This design comes from an exercise in tuning for small area, a short achievable clock period and few clock cycles on the open sky130 flow, not from production work.
The RTL was checked by simulation tests, not by an equivalence proof against the original design.
Power and IR drop assume default switching activity.

v14:
// dcache_eddie
module dcache_eddie (
    input   logic           clk,
    input   logic           rst,
    input   logic   [31:0]  ufp_addr,
    input   logic   [3:0]   ufp_rmask,
    input   logic   [3:0]   ufp_wmask,
    output  logic   [31:0]  ufp_rdata,
    input   logic   [31:0]  ufp_wdata,
    output  logic           ufp_resp,
    output  logic   [31:0]  dfp_addr,
    output  logic           dfp_read,
    output  logic           dfp_write,
    input   logic   [255:0] dfp_rdata,
    output  logic   [255:0] dfp_wdata,
    input   logic           dfp_resp
);
    logic [255:0] data  [16];
    logic [24:0]  tag   [16];
    logic [15:0]  valid;
    logic [15:0]  dirty;
    logic [2:0]   plru  [4];
    logic st_idle, st_resp, st_wb, st_rd;
    logic [15:0]  lsel;          
    logic [1:0]   set_q;
    logic [24:0]  dtag_q;        
    logic [255:0] wb_q;          
    logic [31:0]  rdata_q;       
    logic [3:0]   set_oh;
    logic [15:0]  hit16, vict16;
    logic [3:0]   hitw, victw;
    logic         hit, need_wb;
    logic [3:0]   vway [4];
    logic [255:0] wline [4];     
    logic [31:0]  cand  [4];     
    logic [255:0] vline;
  ...
Size: ~11,000 cells after synthesis.
export LEC_CHECK = 0
export CAP_MARGIN = 30
export CORE_MARGIN = 2
export CORE_UTILIZATION = 50
export PLACE_DENSITY = 0.6
export SLEW_MARGIN = 45
export SYNTH_MEMORY_MAX_BITS = 16384
create_clock -name core_clock -period 12.0 [get_ports {clk}]
standard.sh (not shown) runs the stock make flow with config.mk's settings and CLKGATE_MAP_FILE= SYNTH_SCRIPT=/design/flow/synth_recipe.tcl, a recipe that flattens the netlist after the stock synthesis.
==> flow/flow/run.sh <==
#!/bin/bash
# The standard layout (standard.sh), with these changes to how it is made:
# - plain buffers (buf_4) on the ports instead of the delay-cell buffers that
#   buffer_ports picks by default;
# - clock tree: no dummy loads;
# - extra antenna repair after detailed routing (flow/antenna.tcl).
# Each tool's output is in orfs/logs; the make output is in standard.log.
set -euo pipefail
export BUFFER_PORTS_ARGS="-buffer_cell sky130_fd_sc_hd__buf_4"
export SETUP_SLACK_MARGIN=7.8
export CTS_ARGS="-sink_clustering_enable -repair_clock_nets -dont_use_dummy_load"
export POST_DETAIL_ROUTE_TCL="$(pwd)/flow/antenna.tcl"
bash standard.sh > standard.log 2>&1
==> flow/flow/antenna.tcl <==
# Sourced after ORFS's detailed route and its own antenna-repair loop: if
# antenna violations are left, repair them again with a ratio margin and
# congestion allowed, and re-run the detailed router, up to 3 times.
set extra_antenna_iters 0
while { [check_antennas] && $extra_antenna_iters < 3 } {
  repair_antennas -ratio_margin 20 -allow_congestion
  detailed_route {*}$::all_args
  incr extra_antenna_iters
}
v14 reached the final stage; the timing, DRC and antenna checks on its layout passed.
Testbench counts of v14, summed over its fixed seeds: cycles 123,656.
### v14 -> v24
# v14
export LEC_CHECK = 0
export CAP_MARGIN = 30
export CORE_MARGIN = 2
export CORE_UTILIZATION = 50
export PLACE_DENSITY = 0.6
export SLEW_MARGIN = 45
export SYNTH_MEMORY_MAX_BITS = 16384
create_clock -name core_clock -period 12.0 [get_ports {clk}]
# v24
export LEC_CHECK = 0
export CAP_MARGIN = 30
export CORE_MARGIN = 2
export CORE_UTILIZATION = 35
export PLACE_DENSITY = 0.5
export SLEW_MARGIN = 45
export SYNTH_MEMORY_MAX_BITS = 16384
create_clock -name core_clock -period 12.0 [get_ports {clk}]
==> flow/flow/run.sh <==
#!/bin/bash
# The standard layout, with plain buffers (buf_4) on the ports instead of the
# delay-cell buffers buffer_ports picks by default. Each tool's output is in
# orfs/logs; the make output is in standard.log.
set -euo pipefail
export BUFFER_PORTS_ARGS="-buffer_cell sky130_fd_sc_hd__buf_4"
bash standard.sh > standard.log 2>&1
removed: flow/flow/antenna.tcl
[summary]
v24 ended up with a lower via count than v14 did. Final checks on v24, whose flow otherwise completed, came back failing, citing antenna violations. The lower data-path buffer share of cell area in the final layout of v24 and v14 is in v24. | count of clock-buffer cells in the layout | v24 vs v14 | 30% higher |. Looking at minimum setup slack in the final design across v24 and v14, the one that comes out lower is v24.
Input changes introduced in v21 (baseline for comparison: v24):
# v24
export LEC_CHECK = 0
export CAP_MARGIN = 30
export CORE_MARGIN = 2
export CORE_UTILIZATION = 35
export PLACE_DENSITY = 0.5
export SLEW_MARGIN = 45
export SYNTH_MEMORY_MAX_BITS = 16384
create_clock -name core_clock -period 12.0 [get_ports {clk}]
# v21
export LEC_CHECK = 0
export CAP_MARGIN = 30
export CORE_MARGIN = 2
export CORE_UTILIZATION = 50
export PLACE_DENSITY = 0.6
export SLEW_MARGIN = 45
export SYNTH_MEMORY_MAX_BITS = 16384
create_clock -name core_clock -period 12.0 [get_ports {clk}]
==> flow/flow/run.sh <==
#!/bin/bash
# The standard layout (standard.sh), with these changes to how it is made:
# - plain buffers (buf_4) on the ports instead of the delay-cell buffers that
#   buffer_ports picks by default;
# - clock tree: clkbuf_8 buffers, sink clusters of at most 16 within 50 um, no dummy loads;
# - extra antenna repair after detailed routing (flow/antenna.tcl).
# Each tool's output is in orfs/logs; the make output is in standard.log.
set -euo pipefail
export BUFFER_PORTS_ARGS="-buffer_cell sky130_fd_sc_hd__buf_4"
export SETUP_SLACK_MARGIN=7.8
export CTS_ARGS="-sink_clustering_enable -repair_clock_nets -dont_use_dummy_load -sink_clustering_size 16 -sink_clustering_max_diameter 50 -buf_list sky130_fd_sc_hd__clkbuf_8"
export POST_DETAIL_ROUTE_TCL="$(pwd)/flow/antenna.tcl"
bash standard.sh > standard.log 2>&1
==> flow/flow/antenna.tcl (new file) <==
# Sourced after ORFS's detailed route and its own antenna-repair loop: if
# antenna violations are left, repair them again with a ratio margin and
# congestion allowed, and re-run the detailed router, up to 3 times.
set extra_antenna_iters 0
while { [check_antennas] && $extra_antenna_iters < 3 } {
  repair_antennas -ratio_margin 20 -allow_congestion
  detailed_route {*}$::all_args
  incr extra_antenna_iters
}
## What came out
v21 has completed all stages; timing, DRC and antenna checks passed. Finished, but not clean: v24, with antenna violations. Cmp v21 vs v24: arrival time reported for the critical path endpoint lower in v21. v21 vs. v24: routed length on met1 went down; core occupancy in the finished layout increased 16 points; clock skew has increased; number of cells traversed by the worst register-to-register path saw a decrease. Between v24 and v21, the flow reports wire length of the first global-routing pass decreasing by a few percent. Critical path depth came out lower on v21 than on v24. From v24 to v21 the numbers moved as follows: final routed wire length divided by cell count rose 4.7 microns; routed wire length fell about 3.6%.
Input changes introduced in v12 (baseline for comparison: v21):
# v21
export LEC_CHECK = 0
export CAP_MARGIN = 30
export CORE_MARGIN = 2
export CORE_UTILIZATION = 50
export PLACE_DENSITY = 0.6
export SLEW_MARGIN = 45
export SYNTH_MEMORY_MAX_BITS = 16384
create_clock -name core_clock -period 12.0 [get_ports {clk}]
# v12
export LEC_CHECK = 0
export CAP_MARGIN = 30
export CORE_MARGIN = 2
export CORE_UTILIZATION = 35
export PLACE_DENSITY = 0.5
export SLEW_MARGIN = 45
export SYNTH_MEMORY_MAX_BITS = 16384
create_clock -name core_clock -period 12.0 [get_ports {clk}]
==> flow/flow/run.sh <==
#!/bin/bash
set -euo pipefail
export BUFFER_PORTS_ARGS="-buffer_cell sky130_fd_sc_hd__buf_4"
export SETUP_SLACK_MARGIN=7.8
bash standard.sh > standard.log 2>&1
removed: flow/flow/antenna.tcl
## What came out
v12 finished all stages; the layout is clean.
Delta (v12 minus v21): clock period minus final worst setup slack rose by 140 ps, number of gates resized after CTS down about 25%, maximum frequency from static timing analysis went down about 3%, y dimension of the die has increased.
v12 ended up with a lower global-route usage than v21 did.
v12 against v21; post-route total power is up by more than 10%.
v12 ended up with rdata_q[10] as its critical path endpoint; v21 ended up with rdata_q[16].
Inserted tap cell count delta for v12 relative to v21: 44% higher
When v12 is set beside v21, its worst setup slack turns out to be 140 ps smaller.
v12 vs v21 — sequential share of layout area dropped 4.1 points.

re-timing with driven ports:
In the flow no input, the clock included, has a driving cell. The finished layouts below were timed again as built, in two steps. Step 1 sets driving cells, clkbuf_16 on the clock port and buf_2 on the other inputs (assumed; they add their load-dependent delay and slew). Step 2 also shifts input and output timing later by t, the mid clock arrival at the registers, as if the neighbouring blocks saw the same clock. Three values: ideal, step 1, step 2; two values: the first two.
run | shift t [ns] | setup slack, ns | worst setup path at the end | worst register clock-pin slew, ns | pins driven straight from the clock port
v14 | 1.174 | 7.199 / 6.910 / 5.736 | input to register | 0.07 / 0.07 | 1
v24 | 1.224 | 5.325 / 5.382 / 4.157 | input to register | 0.07 / 0.07 | 1
v21 | 1.348 | 7.438 / 7.128 / 5.781 | input to register | 0.11 / 0.11 | 1
v12 | 1.246 | 7.299 / 7.197 / 5.950 | input to register | 0.07 / 0.07 | 1
The setup slack of v21, which loses most, moves by -0.310 ns with the drivers and by -1.657 ns with both steps.
